What follows belongs to an exercise in optimizing a design on an open flow for small area; a production flow would make more cautious choices. The RTL was checked by simulation tests, not by an equivalence proof against the original design. The flow treats the clock pin as an ideal source, which a real chip does not have.

==> nickel: inputs <==
==> flow/design.v <==
module debounce(
    input clk, rst,
    input in,
    output reg out
    );
localparam [12:0] CNT0 = 13'd7232;    
localparam [12:0] INV  = 13'b1010101010101;
reg [12:0] cnt_q;
reg        key_reg;
wire [12:0] cnt = cnt_q ^ INV;
wire low_zero = ~|cnt[11:0];
wire fb       = (cnt[12] ^ cnt[2]) & ~low_zero;
wire at_4999  = cnt[12] & low_zero;
always @(posedge clk, posedge rst) begin
    if (rst) begin
        key_reg <= 1'b0;
        cnt_q   <= CNT0 ^ INV;
    end else begin
        key_reg <= in;
        if (key_reg != in)
            cnt_q <= CNT0 ^ INV;
        else
            cnt_q <= {cnt[11:0], fb} ^ INV;
    end
end
always @(posedge clk, posedge rst) begin
    if (rst)
        out <= 1'b0;
    else if (at_4999)
        out <= in;
end
endmodule
module vga_drive(
    input clk, rst,
    input rgb_data,
    output hsync, vsync,
    output [2:0] vga_rgb,
    output [9:0] hpos,
    output [9:0] vpos,
    output line_end
);
reg [9:0] h;
reg [9:0] v;
reg [9:0] h_inc, v_inc;
reg       hc, vc;
integer   i, j;
always @* begin
    hc = 1'b1;
    for (i = 0; i < 10; i = i + 1) begin
        h_inc[i] = h[i] ^ hc;
        hc       = hc & h[i];
    end
end
always @* begin
    vc = &h;
    for (j = 0; j < 10; j = j + 1) begin
        v_inc[j] = v[j] ^ vc;
        vc       = vc & v[j];
    end
end
assign line_end = hc;    
wire v_wrap = ~v[9] & (&v[8:5]) & v[3] & v[1];
always @(posedge clk, posedge rst) begin
    if (rst)
        h <= 10'd224;
    else
        h <= h_inc | {2'b00, {3{line_end}}, 5'b00000};
end
wire v_load = line_end & v_wrap;
wire [9:0] v_next = (v_inc | {v_load, 4'b0000, v_load, 1'b0, v_load, 2'b00}) &
                    ~{4'b0000, v_load, 4'b0000, v_load};
always @(posedge clk, posedge rst) begin
    if (rst)
        v <= 10'd990;
    else
        v <= v_next;
end
assign hsync = h[9] | (h[8] & (h[7] | h[6]));
assign vsync = ~v[9] | v[5];
wire disp = (h[9] | (h[8] & (h[7] | (h[6] & h[5] & h[4])))) & ~(&h[9:4]) &
            ~v[9] & (|v[8:0]);
assign vga_rgb = {3{disp & rgb_data}};
assign hpos = h;
assign vpos = v;
endmodule
module pong(
    input clk, rst,
    input [9:0] hpos, vpos,
    input line_end,
    input btn_up, btn_down,
    output reg rgb_data
);
reg [9:0] nbx;       
reg [8:0] nby;       
reg [8:0] py;        
reg       nx_dir, ny_dir;    
reg [1:0] lines;     
reg [2:0] tick_n;    
wire up, down;
debounce deb_up  (.clk(clk), .rst(rst), .in(btn_up),   .out(up));
debounce deb_down(.clk(clk), .rst(rst), .in(btn_down), .out(down));
function [10:0] sub10;
    input [9:0] a, b;
    integer k;
    reg c;
    begin
        c = 1'b1;
        for (k = 0; k < 10; k = k + 1) begin
            sub10[k] = a[k] ^ ~b[k] ^ c;
            c = (a[k] & ~b[k]) | (a[k] & c) | (~b[k] & c);
        end
        sub10[10] = ~c;
    end
endfunction
function [10:0] add10c;
    input [9:0] a, b;
    integer k;
    reg c;
    begin
        c = 1'b1;
        for (k = 0; k < 10; k = k + 1) begin
            add10c[k] = a[k] ^ b[k] ^ c;
            c = (a[k] & b[k]) | (a[k] & c) | (b[k] & c);
        end
        add10c[10] = c;
    end
endfunction
function ltc;
    input [9:0] a, c;
    integer k;
    begin
        ltc = 1'b0;
        for (k = 0; k < 10; k = k + 1)
            ltc = c[k] ? (~a[k] | ltc) : (~a[k] & ltc);
    end
endfunction
function [9:0] step10;
    input [9:0] a;
    input dn, en;
    integer k;
    reg t;
    begin
        t = en;
        for (k = 0; k < 10; k = k + 1) begin
            step10[k] = a[k] ^ t;
            t = t & (a[k] ^ dn);
        end
    end
endfunction
reg [9:0] tick_h;
always @* begin
    case (tick_n)
        3'd0: tick_h = 10'd323;
        3'd1: tick_h = 10'd423;
        3'd2: tick_h = 10'd523;
        3'd3: tick_h = 10'd623;
        3'd4: tick_h = 10'd723;
        3'd5: tick_h = 10'd823;
        3'd6: tick_h = 10'd923;
        default: tick_h = 10'd1023;
    endcase
end
wire tick = (&lines) && (&(hpos | ~tick_h));
always @(posedge clk, posedge rst) begin
    if (rst) begin
        lines  <= 2'd0;
        tick_n <= 3'd0;
    end else begin
        if (tick) begin
            tick_n <= step10({7'd0, tick_n}, 1'b0, 1'b1);
            lines  <= 2'd0;
        end else if (line_end && !(&lines))
            lines <= {lines[1] | lines[0], ~lines[0] | lines[1]};
    end
end
wire x0 = (hpos == 10'd367);
wire by_zero = &nby;
wire py_top  = ~|py;
wire py_bot  = py[8] & py[6] & py[5] & py[3];           
wire by_bot  = ~nby[8] & ~nby[7] & ~nby[6] & ~nby[3] & ~nby[2];    
wire [10:0] dx = add10c(hpos, nbx);                     
wire bx_wrap = ~ltc(nbx, 10'd657);
wire in_ball_x = ~|dx[9:5] & ltc({5'd0, dx[4:0]}, 10'd20) & ~bx_wrap;
wire [8:0] y_op = x0 ? py : vpos[8:0];
wire [10:0] dy = add10c({1'b0, y_op}, {1'b1, nby});     
wire dy_lo = ~|dy[9:5];
wire in_ball_y = x0 ? by_zero : (dy[10] & dy_lo & ltc({5'd0, dy[4:0]}, 10'd20));
wire hit = (dy[10] & dy_lo & ltc({5'd0, dy[4:0]}, 10'd21)) |
           (~dy[10] & (&dy[9:7]) & ~ltc({3'd0, dy[6:0]}, 10'd8));
wire [10:0] dp = add10c({1'b0, vpos[8:0]}, {1'b1, ~py});    
wire in_pad_y = x0 ? py_top : (dp[10] & ~|dp[9:7] & ltc({3'd0, dp[6:0]}, 10'd121));
wire in_pad_x = ltc(hpos, 10'd387) | ~ltc(hpos, 10'd987);
always @(posedge clk)
    rgb_data <= (in_ball_x & in_ball_y) | (in_pad_x & in_pad_y);
wire at_left  = (nbx == 10'd636);
wire at_right = (nbx == 10'd56);
always @(posedge clk, posedge rst) begin
    if (rst) begin
        nx_dir <= 1'b0;
        ny_dir <= 1'b0;
    end else begin
        if (x0 & hit) begin
            if (at_left)
                nx_dir <= 1'b0;
            else if (at_right)
                nx_dir <= 1'b1;
        end
        if (by_zero)
            ny_dir <= 1'b0;
        else if (by_bot)
            ny_dir <= 1'b1;
    end
end
wire p_up = tick & up & ~down & ~py_top;
wire p_dn = tick & down & ~up & ~py_bot;
always @(posedge clk, posedge rst) begin
    if (rst) begin
        nbx <= ~10'd687;
        nby <= ~9'd240;
        py  <= 9'd100;
    end else begin
        nbx <= step10(nbx, ~nx_dir, tick);
        nby <= step10({1'b0, nby}, ~ny_dir, tick);
        py  <= step10({1'b0, py}, p_up, p_up | p_dn);
    end
end
endmodule
module pong_top(
    input clk, rst,
    input btn_up, btn_down,
    output hsync, vsync,
    output [2:0] vga_rgb
    );
wire       rgb_data_w;
wire [9:0] hpos_w;
wire [9:0] vpos_w;
wire       line_end_w;
vga_drive vga_driver_u(.clk (clk),
                       .rst (rst),
                       .rgb_data (rgb_data_w),
                       .hsync (hsync),
                       .vsync (vsync),
                       .vga_rgb (vga_rgb),
                       .hpos (hpos_w),
                       .vpos (vpos_w),
                       .line_end (line_end_w));
pong pong_u(.clk (clk),
            .rst (rst),
            .hpos (hpos_w),
            .vpos (vpos_w),
            .line_end (line_end_w),
            .btn_up (btn_up),
            .btn_down (btn_down),
            .rgb_data (rgb_data_w));
endmodule
==> flow/flow/run.sh <==
#!/bin/bash
# Layout: the standard flow, with a smaller clock tree (no dummy loads,
# and clkbuf_4 in place of clkbuf_8 where the clock slews stay low; see
# post_cts.tcl) and single-strength port buffers. Each tool's output goes
# to flow.log.
set -euo pipefail
export CTS_ARGS="-sink_clustering_enable -repair_clock_nets -dont_use_dummy_load -buf_list sky130_fd_sc_hd__clkbuf_8 -sink_clustering_size 30 -sink_clustering_max_diameter 100"
export BUFFER_PORTS_ARGS="-buffer_cell sky130_fd_sc_hd__buf_1"
export POST_CTS_TCL="$PWD/flow/post_cts.tcl"
bash standard.sh > flow.log 2>&1
==> flow/flow/post_cts.tcl <==
proc clk_pin_slew_worst {} {
  set w 0
  foreach pin [get_pins -hierarchical */CLK] {
    set s [get_property $pin slew_max]
    if {$s > $w} { set w $s }
  }
  return $w
}
estimate_parasitics -placement
set small sky130_fd_sc_hd__clkbuf_4
foreach inst [[ord::get_db_block] getInsts] {
  set master [[$inst getMaster] getName]
  if {$master ne "sky130_fd_sc_hd__clkbuf_8"} { continue }
  set name [$inst getName]
  replace_cell [get_cells $name] $small
  estimate_parasitics -placement
  set w [clk_pin_slew_worst]
  set h [sta::worst_slack_cmd min]
  if {$w > 0.105 || $h < 0.2e-9} {
    replace_cell [get_cells $name] $master
    estimate_parasitics -placement
    puts "clock buffer $name: kept $master (slew $w, hold slack $h)"
  } else {
    puts "clock buffer $name: now $small (slew $w, hold slack $h)"
  }
}
==> flow/standard.sh <==
#!/bin/bash
# synth_recipe.tcl (not shown) runs the flow's synth.tcl, then flattens the netlist and writes it again
# the make line also repeats each setting of config.mk as NAME=value (left out here)
make -C /OpenROAD-flow-scripts/flow DESIGN_CONFIG=/design/flow/config.mk WORK_HOME=/design/flow/orfs CLKGATE_MAP_FILE= SYNTH_SCRIPT=/design/flow/synth_recipe.tcl "${@:-finish}"
==> flow/config.mk <==
export PLATFORM = sky130hd
export DESIGN_NAME = pong_top
export DESIGN_NICKNAME = pong_top
export VERILOG_FILES = /design/flow/design.v
export SDC_FILE = /design/flow/constraint.sdc
export NUM_CORES = 4
export LEC_CHECK = 0
export CAP_MARGIN = 0
export CORE_MARGIN = 2
export CORE_UTILIZATION = 60
export PLACE_DENSITY = 0.8
export SLEW_MARGIN = 0
==> flow/constraint.sdc <==
create_clock -name core_clock -period 10.0 [get_ports {clk}]
set_input_delay 2.0000 -clock core_clock [delete_from_list [all_inputs] [get_ports {clk}]]
set_output_delay 2.0000 -clock core_clock [all_outputs]
set_load 0.01 [all_outputs]
==> maple (differences from nickel) <==
==> flow/design.v, changed modules only <==
module debounce(
    input clk, rst,
    input in,
    output reg out
    );
localparam [12:0] CNT0 = 13'd3184;    
reg [12:0] cnt;
reg        key_reg;
wire low_zero = ~|cnt[11:0];
wire fb       = (cnt[12] ^ cnt[3] ^ cnt[2] ^ cnt[0]) & ~low_zero;
wire at_4999  = cnt[12] & low_zero;
always @(posedge clk, posedge rst) begin
    if (rst) begin
        key_reg <= 1'b0;
        cnt     <= CNT0;
    end else begin
        key_reg <= in;
        if (key_reg != in)
            cnt <= CNT0;
        else
            cnt <= {cnt[11:0], fb};
    end
end
always @(posedge clk, posedge rst) begin
    if (rst)
        out <= 1'b0;
    else if (at_4999)
        out <= in;
end
endmodule
module vga_drive(
    input clk, rst,
    input rgb_data,
    output hsync, vsync,
    output [2:0] vga_rgb,
    output [9:0] hpos,
    output [9:0] vpos,
    output line_end
);
reg [9:0] h;
reg [9:0] v;
reg [9:0] h_inc, v_inc;
reg       hc, vc;
integer   i;
always @* begin
    hc = 1'b1;
    vc = 1'b1;
    for (i = 0; i < 10; i = i + 1) begin
        h_inc[i] = h[i] ^ hc;
        hc       = hc & h[i];
        v_inc[i] = v[i] ^ vc;
        vc       = vc & v[i];
    end
end
assign line_end = hc;    
wire v_wrap = ~v[9] & (&v[8:5]) & v[3] & v[1];
always @(posedge clk, posedge rst) begin
    if (rst)
        h <= 10'd224;
    else
        h <= h_inc | {2'b00, {3{line_end}}, 5'b00000};
end
always @(posedge clk, posedge rst) begin
    if (rst)
        v <= 10'd990;
    else if (line_end)
        v <= v_wrap ? 10'd990 : v_inc;
end
assign hsync = h[9] | (h[8] & (h[7] | h[6]));
assign vsync = ~(&v[9:6] & ~v[5] & (&v[4:1]));
wire disp = (h[9] | (h[8] & (h[7] | (h[6] & h[5] & h[4])))) & ~(&h[9:4]) &
            ~v[9] & (|v[8:0]);
assign vga_rgb = {3{disp & rgb_data}};
assign hpos = h;
assign vpos = v;
endmodule
module pong(
    input clk, rst,
    input [9:0] hpos, vpos,
    input line_end,
    input btn_up, btn_down,
    output reg rgb_data
);
reg [9:0] bx;        
reg [8:0] by;        
reg [8:0] py;        
reg       x_dir, y_dir;
reg [1:0] lines;     
reg [2:0] tick_n;    
wire up, down;
debounce deb_up  (.clk(clk), .rst(rst), .in(btn_up),   .out(up));
debounce deb_down(.clk(clk), .rst(rst), .in(btn_down), .out(down));
function [10:0] sub10;
    input [9:0] a, b;
    integer k;
    reg c;
    begin
        c = 1'b1;
        for (k = 0; k < 10; k = k + 1) begin
            sub10[k] = a[k] ^ ~b[k] ^ c;
            c = (a[k] & ~b[k]) | (a[k] & c) | (~b[k] & c);
        end
        sub10[10] = ~c;
    end
endfunction
function ltc;
    input [9:0] a, c;
    integer k;
    begin
        ltc = 1'b0;
        for (k = 0; k < 10; k = k + 1)
            ltc = c[k] ? (~a[k] | ltc) : (~a[k] & ltc);
    end
endfunction
function [9:0] step10;
    input [9:0] a;
    input dn, en;
    integer k;
    reg t;
    begin
        t = en;
        for (k = 0; k < 10; k = k + 1) begin
            step10[k] = a[k] ^ t;
            t = t & (a[k] ^ dn);
        end
    end
endfunction
reg [9:0] tick_h;
always @* begin
    case (tick_n)
        3'd0: tick_h = 10'd323;
        3'd1: tick_h = 10'd423;
        3'd2: tick_h = 10'd523;
        3'd3: tick_h = 10'd623;
        3'd4: tick_h = 10'd723;
        3'd5: tick_h = 10'd823;
        3'd6: tick_h = 10'd923;
        default: tick_h = 10'd1023;
    endcase
end
wire tick = (&lines) && (hpos == tick_h);
always @(posedge clk, posedge rst) begin
    if (rst) begin
        lines  <= 2'd0;
        tick_n <= 3'd0;
    end else begin
        if (tick) begin
            tick_n <= step10({7'd0, tick_n}, 1'b0, 1'b1);
            lines  <= 2'd0;
        end else if (line_end && !(&lines))
            lines <= {lines[1] | lines[0], ~lines[0] | lines[1]};
    end
end
wire at_left  = (bx == 10'd387);
wire at_right = (bx == 10'd967);
wire [10:0] rel = sub10({1'b0, by}, {1'b0, py});
wire hit = (~rel[9] & ~rel[8] & ~rel[7] & ltc({3'd0, rel[6:0]}, 10'd121)) |
           (rel[9] & (&rel[8:5]) & ~ltc({5'd0, rel[4:0]}, 10'd12));
always @(posedge clk, posedge rst) begin
    if (rst) begin
        x_dir <= 1'b1;
        y_dir <= 1'b1;
    end else begin
        if (hit) begin
            if (at_left)
                x_dir <= 1'b1;
            else if (at_right)
                x_dir <= 1'b0;
        end
        if (~|by)
            y_dir <= 1'b1;
        else if (by[8] & by[7] & by[6] & by[3] & by[2])    
            y_dir <= 1'b0;
    end
end
wire py_top = ~|py;
wire py_bot = py[8] & py[6] & py[5] & py[3];
wire p_up = tick & up & ~down & ~py_top;
wire p_dn = tick & down & ~up & ~py_bot;
always @(posedge clk, posedge rst) begin
    if (rst) begin
        bx <= 10'd687;
        by <= 9'd240;
        py <= 9'd100;
    end else begin
        bx <= step10(bx, ~x_dir, tick);
        by <= step10({1'b0, by}, ~y_dir, tick);
        py <= step10({1'b0, py}, p_up, p_up | p_dn);
    end
end
wire x0 = (hpos == 10'd367);
wire [8:0] y = vpos[8:0] & {9{~x0}};
wire [10:0] dx = sub10(hpos, bx);
wire bx_wrap = ~ltc(bx, 10'd347) & ltc(bx, 10'd367);
wire in_ball_x = ~|dx[9:5] & ltc({5'd0, dx[4:0]}, 10'd20) & ~bx_wrap;
wire [10:0] dy = sub10({1'b0, y}, {1'b0, by});
wire in_ball_y = ~dy[10] & ~|dy[9:5] & ltc({5'd0, dy[4:0]}, 10'd20);
wire [10:0] dp = sub10({1'b0, y}, {1'b0, py});
wire in_pad_y = ~dp[10] & ~|dp[9:7] & ltc({3'd0, dp[6:0]}, 10'd121);
wire in_pad_x = ltc(hpos, 10'd387) | ~ltc(hpos, 10'd987);
always @(posedge clk)
    rgb_data <= (in_ball_x & in_ball_y) | (in_pad_x & in_pad_y);
endmodule
==> flow/run.sh (new file) <==
#!/bin/bash
# synth_recipe.tcl (not shown) runs the flow's synth.tcl, then flattens the netlist and writes it again
# the make line also repeats each setting of config.mk as NAME=value (left out here)
make -C /OpenROAD-flow-scripts/flow DESIGN_CONFIG=/design/flow/config.mk WORK_HOME=/design/flow/orfs CLKGATE_MAP_FILE= SYNTH_SCRIPT=/design/flow/synth_recipe.tcl finish
- CAP_MARGIN: 0 -> 20
- CORE_UTILIZATION: 60 -> 40
- PLACE_DENSITY: 0.8 -> 0.6
- SLEW_MARGIN: 0 -> 20
removed: flow/flow/run.sh
removed: flow/flow/post_cts.tcl
removed: flow/standard.sh
==> juniper (differences from nickel) <==
- CAP_MARGIN: 0 -> 20
- CORE_UTILIZATION: 60 -> 75
- PLACE_DENSITY: 0.8 -> 0.9
- SLEW_MARGIN: 0 -> 20
==> indigo (differences from nickel) <==
==> flow/design.v, changed modules only <==
module debounce(
    input clk, rst,
    input in,
    output reg out
    );
localparam [12:0] CNT0 = 13'd3184;    
localparam [12:0] INV  = 13'b0101010101010;
reg [12:0] cnt_q;
reg        key_reg;
wire [12:0] cnt = cnt_q ^ INV;
wire low_zero = ~|cnt[11:0];
wire fb       = (cnt[12] ^ cnt[3] ^ cnt[2] ^ cnt[0]) & ~low_zero;
wire at_4999  = cnt[12] & low_zero;
always @(posedge clk, posedge rst) begin
    if (rst) begin
        key_reg <= 1'b0;
        cnt_q   <= CNT0 ^ INV;
    end else begin
        key_reg <= in;
        if (key_reg != in)
            cnt_q <= CNT0 ^ INV;
        else
            cnt_q <= {cnt[11:0], fb} ^ INV;
    end
end
always @(posedge clk, posedge rst) begin
    if (rst)
        out <= 1'b0;
    else if (at_4999)
        out <= in;
end
endmodule
module vga_drive(
    input clk, rst,
    input rgb_data,
    output hsync, vsync,
    output [2:0] vga_rgb,
    output [9:0] hpos,
    output [9:0] vpos,
    output line_end
);
reg [9:0] h;
reg [9:0] v;
reg [9:0] h_inc, v_inc;
reg       hc, vc;
integer   i;
always @* begin
    hc = 1'b1;
    vc = 1'b1;
    for (i = 0; i < 10; i = i + 1) begin
        h_inc[i] = h[i] ^ hc;
        hc       = hc & h[i];
        v_inc[i] = v[i] ^ vc;
        vc       = vc & v[i];
    end
end
assign line_end = hc;    
wire v_wrap = ~v[9] & (&v[8:5]) & v[3] & v[1];
always @(posedge clk, posedge rst) begin
    if (rst)
        h <= 10'd224;
    else
        h <= h_inc | {2'b00, {3{line_end}}, 5'b00000};
end
always @(posedge clk, posedge rst) begin
    if (rst)
        v <= 10'd990;
    else if (line_end)
        v <= v_wrap ? 10'd990 : v_inc;
end
assign hsync = h[9] | (h[8] & (h[7] | h[6]));
assign vsync = ~(&v[9:6] & ~v[5] & (&v[4:1]));
wire disp = (h[9] | (h[8] & (h[7] | (h[6] & h[5] & h[4])))) & ~(&h[9:4]) &
            ~v[9] & (|v[8:0]);
assign vga_rgb = {3{disp & rgb_data}};
assign hpos = h;
assign vpos = v;
endmodule
module pong(
    input clk, rst,
    input [9:0] hpos, vpos,
    input line_end,
    input btn_up, btn_down,
    output reg rgb_data
);
reg [9:0] nbx;       
reg [8:0] nby;       
reg [8:0] py;        
reg       x_dir, y_dir;
reg [1:0] lines;     
reg [2:0] tick_n;    
wire up, down;
debounce deb_up  (.clk(clk), .rst(rst), .in(btn_up),   .out(up));
debounce deb_down(.clk(clk), .rst(rst), .in(btn_down), .out(down));
function [10:0] sub10;
    input [9:0] a, b;
    integer k;
    reg c;
    begin
        c = 1'b1;
        for (k = 0; k < 10; k = k + 1) begin
            sub10[k] = a[k] ^ ~b[k] ^ c;
            c = (a[k] & ~b[k]) | (a[k] & c) | (~b[k] & c);
        end
        sub10[10] = ~c;
    end
endfunction
function [10:0] add10c;
    input [9:0] a, b;
    integer k;
    reg c;
    begin
        c = 1'b1;
        for (k = 0; k < 10; k = k + 1) begin
            add10c[k] = a[k] ^ b[k] ^ c;
            c = (a[k] & b[k]) | (a[k] & c) | (b[k] & c);
        end
        add10c[10] = c;
    end
endfunction
function ltc;
    input [9:0] a, c;
    integer k;
    begin
        ltc = 1'b0;
        for (k = 0; k < 10; k = k + 1)
            ltc = c[k] ? (~a[k] | ltc) : (~a[k] & ltc);
    end
endfunction
function [9:0] step10;
    input [9:0] a;
    input dn, en;
    integer k;
    reg t;
    begin
        t = en;
        for (k = 0; k < 10; k = k + 1) begin
            step10[k] = a[k] ^ t;
            t = t & (a[k] ^ dn);
        end
    end
endfunction
reg [9:0] tick_h;
always @* begin
    case (tick_n)
        3'd0: tick_h = 10'd323;
        3'd1: tick_h = 10'd423;
        3'd2: tick_h = 10'd523;
        3'd3: tick_h = 10'd623;
        3'd4: tick_h = 10'd723;
        3'd5: tick_h = 10'd823;
        3'd6: tick_h = 10'd923;
        default: tick_h = 10'd1023;
    endcase
end
wire tick = (&lines) && (&(hpos | ~tick_h));
always @(posedge clk, posedge rst) begin
    if (rst) begin
        lines  <= 2'd0;
        tick_n <= 3'd0;
    end else begin
        if (tick) begin
            tick_n <= step10({7'd0, tick_n}, 1'b0, 1'b1);
            lines  <= 2'd0;
        end else if (line_end && !(&lines))
            lines <= {lines[1] | lines[0], ~lines[0] | lines[1]};
    end
end
wire x0 = (hpos == 10'd367);
wire by_zero = &nby;
wire py_top  = ~|py;
wire py_bot  = py[8] & py[6] & py[5] & py[3];           
wire by_bot  = ~nby[8] & ~nby[7] & ~nby[6] & ~nby[3] & ~nby[2];    
wire [10:0] dx = add10c(hpos, nbx);                     
wire bx_wrap = ~ltc(nbx, 10'd657) & ltc(nbx, 10'd677);
wire in_ball_x = ~|dx[9:5] & ltc({5'd0, dx[4:0]}, 10'd20) & ~bx_wrap;
wire [8:0] y_op = x0 ? py : vpos[8:0];
wire [10:0] dy = add10c({1'b0, y_op}, {1'b1, nby});     
wire dy_lo = ~|dy[9:5];
wire in_ball_y = x0 ? by_zero : (dy[10] & dy_lo & ltc({5'd0, dy[4:0]}, 10'd20));
wire hit = (dy[10] & dy_lo & ltc({5'd0, dy[4:0]}, 10'd21)) |
           (~dy[10] & (&dy[9:7]) & ~ltc({3'd0, dy[6:0]}, 10'd8));
wire [10:0] dp = add10c({1'b0, vpos[8:0]}, {1'b1, ~py});    
wire in_pad_y = x0 ? py_top : (dp[10] & ~|dp[9:7] & ltc({3'd0, dp[6:0]}, 10'd121));
wire in_pad_x = ltc(hpos, 10'd387) | ~ltc(hpos, 10'd987);
always @(posedge clk)
    rgb_data <= (in_ball_x & in_ball_y) | (in_pad_x & in_pad_y);
wire at_left  = (nbx == 10'd636);
wire at_right = (nbx == 10'd56);
always @(posedge clk, posedge rst) begin
    if (rst) begin
        x_dir <= 1'b1;
        y_dir <= 1'b1;
    end else begin
        if (x0 & hit) begin
            if (at_left)
                x_dir <= 1'b1;
            else if (at_right)
                x_dir <= 1'b0;
        end
        if (by_zero)
            y_dir <= 1'b1;
        else if (by_bot)
            y_dir <= 1'b0;
    end
end
wire p_up = tick & up & ~down & ~py_top;
wire p_dn = tick & down & ~up & ~py_bot;
always @(posedge clk, posedge rst) begin
    if (rst) begin
        nbx <= ~10'd687;
        nby <= ~9'd240;
        py  <= 9'd100;
    end else begin
        nbx <= step10(nbx, x_dir, tick);
        nby <= step10({1'b0, nby}, y_dir, tick);
        py  <= step10({1'b0, py}, p_up, p_up | p_dn);
    end
end
endmodule
==> flow/flow/run.sh (replaced) <==
#!/bin/bash
# Layout: the standard flow, with a smaller clock tree (no dummy loads)
# and single-strength port buffers. Each tool's output goes to flow.log.
set -euo pipefail
export CTS_ARGS="-sink_clustering_enable -repair_clock_nets -dont_use_dummy_load -buf_list sky130_fd_sc_hd__clkbuf_8 -sink_clustering_size 30 -sink_clustering_max_diameter 100"
export BUFFER_PORTS_ARGS="-buffer_cell sky130_fd_sc_hd__buf_1"
bash standard.sh > flow.log 2>&1
- CAP_MARGIN: 0 -> 20
- SLEW_MARGIN: 0 -> 20
removed: flow/flow/post_cts.tcl
==> results.cfg <==
[outcome]
run_status = complete, no violations

[cells_and_area]
drive_gt1_share_pct = 13.4
seq_share_pct = 42.3
n_all_inverters = 41

[placement]
placed_cells = 575
hpwl_um = 6670

[logic_synthesis]
yosysMostFrequentCell = dfrtp_1
muxShareOfSynthArea_pct = 2.78
yosysTopAreaCellShare_pct = 26.5
syn_area_mm2 = 0.00500
synthAdderAreaFrac_pct = 15.5

[floorplanning]
row_count = 33

[drt]
dr_wl_met3_um = 305
wl_met2_um = 4460

[global_route]
grt_util_met2_pct = 35.6

[critical_path]
critPathArrivalTime_ns = 6.22
r2r_slack_ns = 4.09
cp_num_buf_inv = 5

[timing]
skew_ns = 0.0266
[end of results for nickel]
==> results.cfg <==
[outcome]
run_status = complete, no violations

[drt]
wl_met2_um = 4630
wl_met1_um = 4900

[critical_path]
r2r_slack_ns = 4.81
critPathArrivalTime_ns = 5.41

[timing]
skew_ns = 0.00605

[power]
p_seq_share_pct = 50.2

[logic_synthesis]
syn_area_mm2 = 0.00530
ys_ff_latch = 86
yosysMostFrequentCell = xnor2_1
muxShareOfSynthArea_pct = 1.02
yosysTopAreaCellShare_pct = 22.7

[cells_and_area]
n_all_inverters = 43

[placement]
hpwl_um = 7090
placed_cells = 672

[floorplanning]
row_count = 42
[end of results for maple]
==> results.cfg <==
[critical_path]
r2r_slack_ns = 3.78
critPathArrivalTime_ns = 6.47

[outcome]
run_status = complete, no violations

[floorplanning]
row_count = 33

[logic_synthesis]
synthAdderAreaFrac_pct = 15.1
muxShareOfSynthArea_pct = 2.25
yosysTopAreaCellShare_pct = 23.0
yosysMostFrequentCell = nand2_1
syn_area_mm2 = 0.00512

[cells_and_area]
n_all_inverters = 43
drive_gt1_share_pct = 11.9

[drt]
wl_met2_um = 4690
dr_wl_met3_um = 306

[timing]
skew_ns = 0.0176
[end of results for indigo]
==> results.cfg <==
[cells_and_area]
seq_share_pct = 42.5
drive_gt1_share_pct = 13.4
n_all_inverters = 41

[drt]
dr_wl_met3_um = 440

[timing]
skew_ns = 0.0238

[logic_synthesis]
yosysTopAreaCellShare_pct = 26.5
synthAdderAreaFrac_pct = 15.5
yosysMostFrequentCell = dfrtp_1

[critical_path]
cp_num_buf_inv = 5
r2r_slack_ns = 3.93

[outcome]
run_status = complete, no violations

[power]
p_clk_uw = 164

[placement]
placed_cells = 547

[floorplanning]
row_count = 29

[global_route]
grt_util_met2_pct = 50.6
[end of results for juniper]

port drivers added, routing unchanged:
No port has a modelled driver above. Below, the same layouts with a new extraction and two added sets of constraints.
Step 1 sets driving cells, clkbuf_16 on the clock port and buf_2 on the other inputs (assumed; they add their load-dependent delay and slew).
Step 2 times the ports against the registers' clock, not the clock port: input delays grow and output delays shrink by t, the midpoint of the rising clock arrivals with the driver on.
Slacks: no drivers / after step 1 / after step 2; pairs: no drivers / after step 1.
| run | shift t [ns] | slack for setup (ns) | worst setup path at the end | latest minus earliest clock arrival (ns) |
|---|---|---|---|---|
| nickel | 0.445 | 4.092 / 4.092 / 4.092 | register to register | 0.028 / 0.028 |
| maple | 0.391 | 4.808 / 4.808 / 4.808 | register to register | 0.006 / 0.006 |
| juniper | 0.455 | 3.932 / 3.932 / 3.932 | register to register | 0.024 / 0.024 |
| indigo | 0.359 | 3.779 / 3.779 / 3.779 | register to register | 0.017 / 0.017 |
After both steps every run listed still meets setup and hold.
